From an optimization exercise on the open Yosys and OpenROAD flow, aimed at small area; shortcuts taken in it are not production practice. The RTL was checked by simulation tests, not by an equivalence proof against the original design. The clock port is modelled as an ideal driver, which makes a skipped or thinned clock tree look cheaper than it is; a real chip needs a root buffer or a tree. Power figures rest on the tool's default switching activity, not on a simulated workload.

==> run Y: inputs <==
// top_module
module top_module(
    input clk,
    input reset,
    input ena,
    output pm,
    output [7:0] hh,
    output [7:0] mm,
    output [7:0] ss);
==> module top_module, before the edit <==
module top_module(
    input clk,
    input reset,
    input ena,
    output pm,
    output [7:0] hh,
    output [7:0] mm,
    output [7:0] ss);
    reg [3:0] s1;    
    reg [2:0] s10;   
    reg [3:0] m1;    
    reg [2:0] m10;   
    reg [3:0] h1;    
    reg       h10;   
    reg       pm_r;
    wire s1_k = ena & s1[0];
    wire s1_t1 = ena & (s1[0] & ~s1[3]);
    wire s1_t2 = ena & (s1[0] & s1[1]);
    wire s1_co = ena & (s1[0] & s1[3]);
    wire s10_t1 = s1_co & (s10[0] & ~s10[2]);
    wire s10_co = s1_co & (s10[0] & s10[2]);
    wire m1_k = s10_co & m1[0];
    wire m1_t1 = s10_co & (m1[0] & ~m1[3]);
    wire m1_t2 = s10_co & (m1[0] & m1[1]);
    wire m1_co = s10_co & (m1[0] & m1[3]);
    wire m10_t1 = m1_co & (m10[0] & ~m10[2]);
    wire m10_co = m1_co & (m10[0] & m10[2]);
    always @(posedge clk) begin
        if (reset) begin
            s1 <= 4'd0; s10 <= 3'd0; m1 <= 4'd0; m10 <= 3'd0;
            h1 <= 4'd2; h10 <= 1'b1; pm_r <= 1'b0;
        end else begin
            s1[0] <= s1[0] ^ ena;
            s1[1] <= s1[1] ^ s1_t1;
            s1[2] <= s1[2] ^ s1_t2;
            s1[3] <= s1[3] ^ (ena & (s1[0] & (s1[3] | (s1[1] & s1[2]))));
            s10[0] <= s10[0] ^ s1_co;
            s10[1] <= s10[1] ^ s10_t1;
            s10[2] <= s10[2] ^ (s1_co & (s10[0] & (s10[1] | s10[2])));
            m1[0] <= m1[0] ^ s10_co;
            m1[1] <= m1[1] ^ m1_t1;
            m1[2] <= m1[2] ^ m1_t2;
            m1[3] <= m1[3] ^ (s10_co & (m1[0] & (m1[3] | (m1[1] & m1[2]))));
            m10[0] <= m10[0] ^ m1_co;
            m10[1] <= m10[1] ^ m10_t1;
            m10[2] <= m10[2] ^ (m1_co & (m10[0] & (m10[1] | m10[2])));
            h1[0] <= h1[0] ^ m10_co;
            h1[1] <= h1[1] ^ (m10_co & ((h1[0] & ~h1[3]) | (h10 & h1[1])));
            h10 <= h10 ^ (m10_co & ((h1[0] & h1[3]) | (h10 & h1[1])));
            h1[2] <= h1[2] ^ (m10_co & (h1[0] & h1[1]));
            h1[3] <= h1[3] ^ (m10_co & (h1[0] & (h1[3] | (h1[1] & h1[2]))));
            pm_r <= pm_r ^ (m10_co & (h1[0] & h10));
        end
    end
    assign ss = {1'b0, s10, s1};
    assign mm = {1'b0, m10, m1};
    assign hh = {3'b000, h10, h1};
    assign pm = pm_r;
endmodule
clock: 5.0 ns
lec_check: 0
cap_margin: 20
core_area: 2.3 2.72 60.72 59.84
die_area: 0 0 63 63
slew_margin: 20
standard.sh (not shown) runs the stock make flow with config.mk's settings and CLKGATE_MAP_FILE= SYNTH_SCRIPT=/design/flow/synth_recipe.tcl, a recipe that flattens the netlist after the stock synthesis.
==> flow/flow/run.sh <==
#!/bin/bash
# Standard layout (standard.sh) with these changes:
#  - synthesis maps logic with an area-recovery ABC script (flow/area.abc);
#  - port buffers use the smallest buffer, sky130_fd_sc_hd__buf_1;
#  - the clock tree is one clock buffer (flow/cts_one_buffer.tcl);
#  - one tie cell drives all constant outputs.
set -euo pipefail
export MY_WORK_DIR=$PWD
export MY_FLOW_DIR=$PWD/flow
export MY_CLOCK_BUFFER=sky130_fd_sc_hd__clkbuf_8
export BUFFER_PORTS_ARGS="-buffer_cell sky130_fd_sc_hd__buf_1"
export PRE_CTS_TCL=$MY_FLOW_DIR/cts_one_buffer.tcl
export SKIP_REPAIR_TIE_FANOUT=1
bash standard.sh SYNTH_SCRIPT=$MY_FLOW_DIR/synth_area.tcl finish > standard.log 2>&1
==> flow/flow/area.abc <==
strash
&get -n
&fraig -x
&put
scorr
dc2
dretime
strash
&get -n
&dch -f
&nf -R 1000
&put
==> flow/flow/cts_one_buffer.tcl <==
# PRE_CTS_TCL hook: the design has only a few registers, so the clock tree is a
# single clock buffer placed at the centroid of the registers' clock pins.
# clock_tree_synthesis is then a no-op for the rest of the CTS step.
set block [ord::get_db_block]
set sx 0
set sy 0
set n 0
foreach it [[$block findNet clk] getITerms] {
  set inst [$it getInst]
  set box [$inst getBBox]
  set sx [expr { $sx + ([$box xMin] + [$box xMax]) / 2 }]
  set sy [expr { $sy + ([$box yMin] + [$box yMax]) / 2 }]
  incr n
}
set dbu [$block getDbUnitsPerMicron]
set cx [expr { double($sx) / $n / $dbu }]
set cy [expr { double($sy) / $n / $dbu }]
puts "clock: $n sinks, buffer at ($cx, $cy)"
insert_buffer -buffer_cell $::env(MY_CLOCK_BUFFER) -net clk \
  -location [list $cx $cy] -buffer_name clkbuf_root -net_name clknet_root
proc clock_tree_synthesis { args } {
  puts "clock_tree_synthesis skipped: clock buffered by cts_one_buffer.tcl"
  set_propagated_clock [all_clocks]
}
==> flow/flow/synth_area.tcl <==
# The standard synthesis (synth_recipe.tcl), with one change: the
# combinational mapping runs flow/area.abc, an area-recovery ABC script.
# Registers are mapped by dfflibmap before abc and are left as they are.
proc abc {args} {
  set i [lsearch -exact $args -script]
  if { $i >= 0 } {
    lset args [expr { $i + 1 }] $::env(MY_FLOW_DIR)/area.abc
  }
  yosys abc {*}$args
}
source $::env(MY_WORK_DIR)/synth_recipe.tcl
==> run B: changes against run Y <==
==> flow/design.v (replaced) <==
module top_module(
    input clk,
    input reset,
    input ena,
    output pm,
    output [7:0] hh,
    output [7:0] mm,
    output [7:0] ss);
    reg [3:0] s1;    
    reg [2:0] s10;   
    reg [3:0] m1;    
    reg [2:0] m10;   
    reg [3:0] h1;    
    reg       h10;   
    reg       pm_r;
    wire s1_t1 = ena & (s1[0] & ~s1[3]);     
    wire s1_t2 = ena & (s1[0] & s1[1]);      
    wire s1_t3 = ena & (s1[0] & (s1[3] | (s1[1] & s1[2])));   
    wire c_s10 = ena & (s1[0] & s1[3]);      
    wire s10_t1 = c_s10 & (s10[0] & ~s10[2]);           
    wire s10_t2 = c_s10 & (s10[0] & (s10[1] | s10[2]));  
    wire c_m1   = c_s10 & (s10[0] & s10[2]);            
    wire m1_t1 = c_m1 & (m1[0] & ~m1[3]);
    wire m1_t2 = c_m1 & (m1[0] & m1[1]);
    wire m1_t3 = c_m1 & (m1[0] & (m1[3] | (m1[1] & m1[2])));
    wire c_m10 = c_m1 & (m1[0] & m1[3]);
    wire m10_t1 = c_m10 & (m10[0] & ~m10[2]);
    wire m10_t2 = c_m10 & (m10[0] & (m10[1] | m10[2]));
    wire c_h    = c_m10 & (m10[0] & m10[2]);
    wire h_t1  = c_h & ((h1[0] & ~h1[3]) | (h10 & h1[1]));
    wire h_t2  = c_h & (h1[0] & h1[1]);
    wire h_t3  = c_h & (h1[0] & (h1[3] | (h1[1] & h1[2])));
    wire h_t10 = c_h & ((h1[0] & h1[3]) | (h10 & h1[1]));
    wire h_pm  = c_h & (h1[0] & h10);        
    always @(posedge clk) begin
        if (reset) begin
            s1 <= 4'd0; s10 <= 3'd0; m1 <= 4'd0; m10 <= 3'd0;
            h1 <= 4'd2; h10 <= 1'b1; pm_r <= 1'b0;
        end else begin
            s1[0]  <= s1[0] ^ ena;
            s1[1]  <= s1[1] ^ s1_t1;
            s1[2]  <= s1[2] ^ s1_t2;
            s1[3]  <= s1[3] ^ s1_t3;
            s10[0] <= s10[0] ^ c_s10;
            s10[1] <= s10[1] ^ s10_t1;
            s10[2] <= s10[2] ^ s10_t2;
            m1[0]  <= m1[0] ^ c_m1;
            m1[1]  <= m1[1] ^ m1_t1;
            m1[2]  <= m1[2] ^ m1_t2;
            m1[3]  <= m1[3] ^ m1_t3;
            m10[0] <= m10[0] ^ c_m10;
            m10[1] <= m10[1] ^ m10_t1;
            m10[2] <= m10[2] ^ m10_t2;
            h1[0]  <= h1[0] ^ c_h;
            h1[1]  <= h1[1] ^ h_t1;
            h1[2]  <= h1[2] ^ h_t2;
            h1[3]  <= h1[3] ^ h_t3;
            h10    <= h10 ^ h_t10;
            pm_r   <= pm_r ^ h_pm;
        end
    end
    assign ss = {1'b0, s10, s1};
    assign mm = {1'b0, m10, m1};
    assign hh = {3'b000, h10, h1};
    assign pm = pm_r;
endmodule
==> flow/flow/run.sh (replaced) <==
#!/bin/bash
# Standard layout (standard.sh) with these changes:
#  - synthesis maps logic with an area-recovery ABC script (flow/area.abc);
#  - port buffers use the smallest buffer, sky130_fd_sc_hd__buf_1;
#  - CTS uses a small clock buffer and no dummy loads.
set -euo pipefail
export MY_WORK_DIR=$PWD
export MY_FLOW_DIR=$PWD/flow
export BUFFER_PORTS_ARGS="-buffer_cell sky130_fd_sc_hd__buf_1"
export CTS_ARGS="-sink_clustering_enable -repair_clock_nets -dont_use_dummy_load -root_buf sky130_fd_sc_hd__clkbuf_4 -buf_list sky130_fd_sc_hd__clkbuf_4 -sink_clustering_size 30 -sink_clustering_max_diameter 200"
bash standard.sh SYNTH_SCRIPT=$MY_FLOW_DIR/synth_area.tcl finish > standard.log 2>&1
- CORE_AREA: 2.3 2.72 60.72 59.84 -> default
- CORE_MARGIN: default -> 2
- CORE_UTILIZATION: default -> 70
- CTS_BUF_LIST: default -> sky130_fd_sc_hd__clkbuf_2 sky130_fd_sc_hd__clkbuf_4
- CTS_CLUSTER_DIAMETER: default -> 50
- CTS_CLUSTER_SIZE: default -> 20
- DIE_AREA: 0 0 63 63 -> default
removed: flow/flow/cts_one_buffer.tcl
==> run K: changes against run Y <==
==> flow/design.v (replaced) <==
module top_module(
    input clk,
    input reset,
    input ena,
    output pm,
    output [7:0] hh,
    output [7:0] mm,
    output [7:0] ss);
    reg [3:0] s1;    
    reg [2:0] s10;   
    reg [3:0] m1;    
    reg [2:0] m10;   
    reg [3:0] h1;    
    reg       h10;   
    reg       pm_r;
    wire s1_t1 = ena & (s1[0] & ~s1[3]);     
    wire s1_t2 = ena & (s1[0] & s1[1]);      
    wire s1_t3 = ena & (s1[0] & (s1[3] | (s1[1] & s1[2])));   
    wire c_s10 = ena & (s1[0] & s1[3]);      
    wire s10_t1 = c_s10 & (s10[0] & ~s10[2]);           
    wire s10_t2 = c_s10 & (s10[0] & (s10[1] | s10[2]));  
    wire c_m1   = c_s10 & (s10[0] & s10[2]);            
    wire m1_t1 = c_m1 & (m1[0] & ~m1[3]);
    wire m1_t2 = c_m1 & (m1[0] & m1[1]);
    wire m1_t3 = c_m1 & (m1[0] & (m1[3] | (m1[1] & m1[2])));
    wire c_m10 = c_m1 & (m1[0] & m1[3]);
    wire m10_t1 = c_m10 & (m10[0] & ~m10[2]);
    wire m10_t2 = c_m10 & (m10[0] & (m10[1] | m10[2]));
    wire c_h    = c_m10 & (m10[0] & m10[2]);
    wire h_t1  = c_h & ((h1[0] & ~h1[3]) | (h10 & h1[1]));
    wire h_t2  = c_h & (h1[0] & h1[1]);
    wire h_t3  = c_h & (h1[0] & (h1[3] | (h1[1] & h1[2])));
    wire h_t10 = c_h & ((h1[0] & h1[3]) | (h10 & h1[1]));
    wire h_pm  = c_h & (h1[0] & h10);        
    always @(posedge clk) begin
        if (reset) begin
            s1 <= 4'd0; s10 <= 3'd0; m1 <= 4'd0; m10 <= 3'd0;
            h1 <= 4'd2; h10 <= 1'b1; pm_r <= 1'b0;
        end else begin
            s1[0]  <= s1[0] ^ ena;
            s1[1]  <= s1[1] ^ s1_t1;
            s1[2]  <= s1[2] ^ s1_t2;
            s1[3]  <= s1[3] ^ s1_t3;
            s10[0] <= s10[0] ^ c_s10;
            s10[1] <= s10[1] ^ s10_t1;
            s10[2] <= s10[2] ^ s10_t2;
            m1[0]  <= m1[0] ^ c_m1;
            m1[1]  <= m1[1] ^ m1_t1;
            m1[2]  <= m1[2] ^ m1_t2;
            m1[3]  <= m1[3] ^ m1_t3;
            m10[0] <= m10[0] ^ c_m10;
            m10[1] <= m10[1] ^ m10_t1;
            m10[2] <= m10[2] ^ m10_t2;
            h1[0]  <= h1[0] ^ c_h;
            h1[1]  <= h1[1] ^ h_t1;
            h1[2]  <= h1[2] ^ h_t2;
            h1[3]  <= h1[3] ^ h_t3;
            h10    <= h10 ^ h_t10;
            pm_r   <= pm_r ^ h_pm;
        end
    end
    assign ss = {1'b0, s10, s1};
    assign mm = {1'b0, m10, m1};
    assign hh = {3'b000, h10, h1};
    assign pm = pm_r;
endmodule
--- a/flow/flow/run.sh
+++ b/flow/flow/run.sh
@@ -7,7 +7,7 @@
 set -euo pipefail
 export MY_WORK_DIR=$PWD
 export MY_FLOW_DIR=$PWD/flow
-export MY_CLOCK_BUFFER=sky130_fd_sc_hd__clkbuf_8
+export MY_CLOCK_BUFFER=sky130_fd_sc_hd__clkbuf_4
 export BUFFER_PORTS_ARGS="-buffer_cell sky130_fd_sc_hd__buf_1"
 export PRE_CTS_TCL=$MY_FLOW_DIR/cts_one_buffer.tcl
 export SKIP_REPAIR_TIE_FANOUT=1
--- a/flow/flow/cts_one_buffer.tcl
+++ b/flow/flow/cts_one_buffer.tcl
@@ -18,6 +18,8 @@
 puts "clock: $n sinks, buffer at ($cx, $cy)"
 insert_buffer -buffer_cell $::env(MY_CLOCK_BUFFER) -net clk \
   -location [list $cx $cy] -buffer_name clkbuf_root -net_name clknet_root
+[$block findNet clknet_root] setSigType CLOCK
+[$block findNet clk] setSigType CLOCK
 proc clock_tree_synthesis { args } {
   puts "clock_tree_synthesis skipped: clock buffered by cts_one_buffer.tcl"
   set_propagated_clock [all_clocks]
- CORE_AREA: 2.3 2.72 60.72 59.84 -> 3 3 47 47
- DIE_AREA: 0 0 63 63 -> 0 0 50 50
==> results.py <==
metrics = {
    "status": {
        "status": "timing/DRC/antenna clean",
    },
    "power": {
        "powerDensity_mw_per_mm2": 284.1,
        "p_leak_nw": 0.3443,
    },
    "floorplan": {
        "chipWidth_um": 37.32,
        "core_um2": 977.2,
    },
    "timing": {
        "drv_slew": 0,
        "period_needed_ns": 2.877,
    },
    "worst_setup_path": {
        "worstPathMaxFanout": 8,
        "cp_num_cells": 9,
    },
    "finish": {
        "final_cell_area_um2": 868.3,
        "diodes": 0,
    },
    "drt": {
        "wl_met2_um": 929,
    },
    "global_route": {
        "gr-total-overflow": 0,
    },
}
the above is filed under run B

==> results.py <==
metrics = {
    "global_route": {
        "gr-total-overflow": 0,
        "busiest_layer": "met2",
    },
    "worst_setup_path": {
        "cp_num_cells": 10,
        "path_common_cell": "and3_1",
    },
    "finish": {
        "diodes": 0,
        "final_cell_area_um2": 895.9,
    },
    "timing": {
        "period_needed_ns": 2.857,
        "drv_slew": 0,
    },
    "status": {
        "status": "timing/DRC/antenna clean",
    },
    "floorplan": {
        "chipWidth_um": 63,
        "core_mm2": 0.003337,
    },
    "placed_design": {
        "place_hpwl_um": 1181,
    },
    "clocking": {
        "cts_resized": 0,
    },
    "power": {
        "p_leak_nw": 0.3248,
    },
}
the above is filed under run Y

==> results.py <==
metrics = {
    "floorplan": {
        "chipWidth_um": 50,
    },
    "logic_synthesis": {
        "postSynthCellCount": 89,
        "yosysMostFrequentCell": "dfxtp_1",
        "synthSimpleGateAreaFrac_pct": 23.19,
        "yosysSeqAreaShare_pct": 51.53,
        "synth_fa_ha_area_share_pct": 0,
    },
    "status": {
        "status": "did not finish",
        "tool.error": "Error: cts.tcl, 6 invalid command name \"NULL\"",
        "stop_stage": "clock tree synthesis (4_1_cts)",
    },
    "placed_design": {
        "placedInstanceArea_um2": 845.8,
        "place_congestion": 0.7331,
        "place_hpwl_um": 1051,
        "dp_slack_ns": 2.008,
        "placed_cells": 130,
    },
}
the above is filed under run K

In run Y the design's own scripts or RTL, not TritonCTS, make the clock network.

==> what the ideal ports hide <==
How much do the figures lean on ideal ports? The routed layouts below were timed once more, with nothing changed but the port constraints.
Step 1: set_driving_cell puts a clkbuf_16 on clk and a buf_2 on each other input, an assumption about the parent block.
Step 2 moves the port delays by t, midway between the first and last clock arrival at a register: inputs arrive t later, outputs are due t later. That takes back most of the time a late clock gives input paths.
Slacks: ideal ports / drivers / drivers and shift; pairs: ideal ports / drivers.
run	shift t [ns]	setup WS [ns]	hold slack, ns	worst register clock-pin slew, ns	worst slew at a driven data input, ns
run Y	0.192	2.143 / 2.141 / 1.950	0.498 / 0.498 / 0.498	0.12 / 0.12	0.03
run B	0.315	2.123 / 2.118 / 1.803	0.508 / 0.508 / 0.508	0.12 / 0.12	0.03
After both steps every run listed still meets setup and hold. The setup slack of run B, which loses most, moves by -0.005 ns with the drivers and by -0.320 ns with both steps.
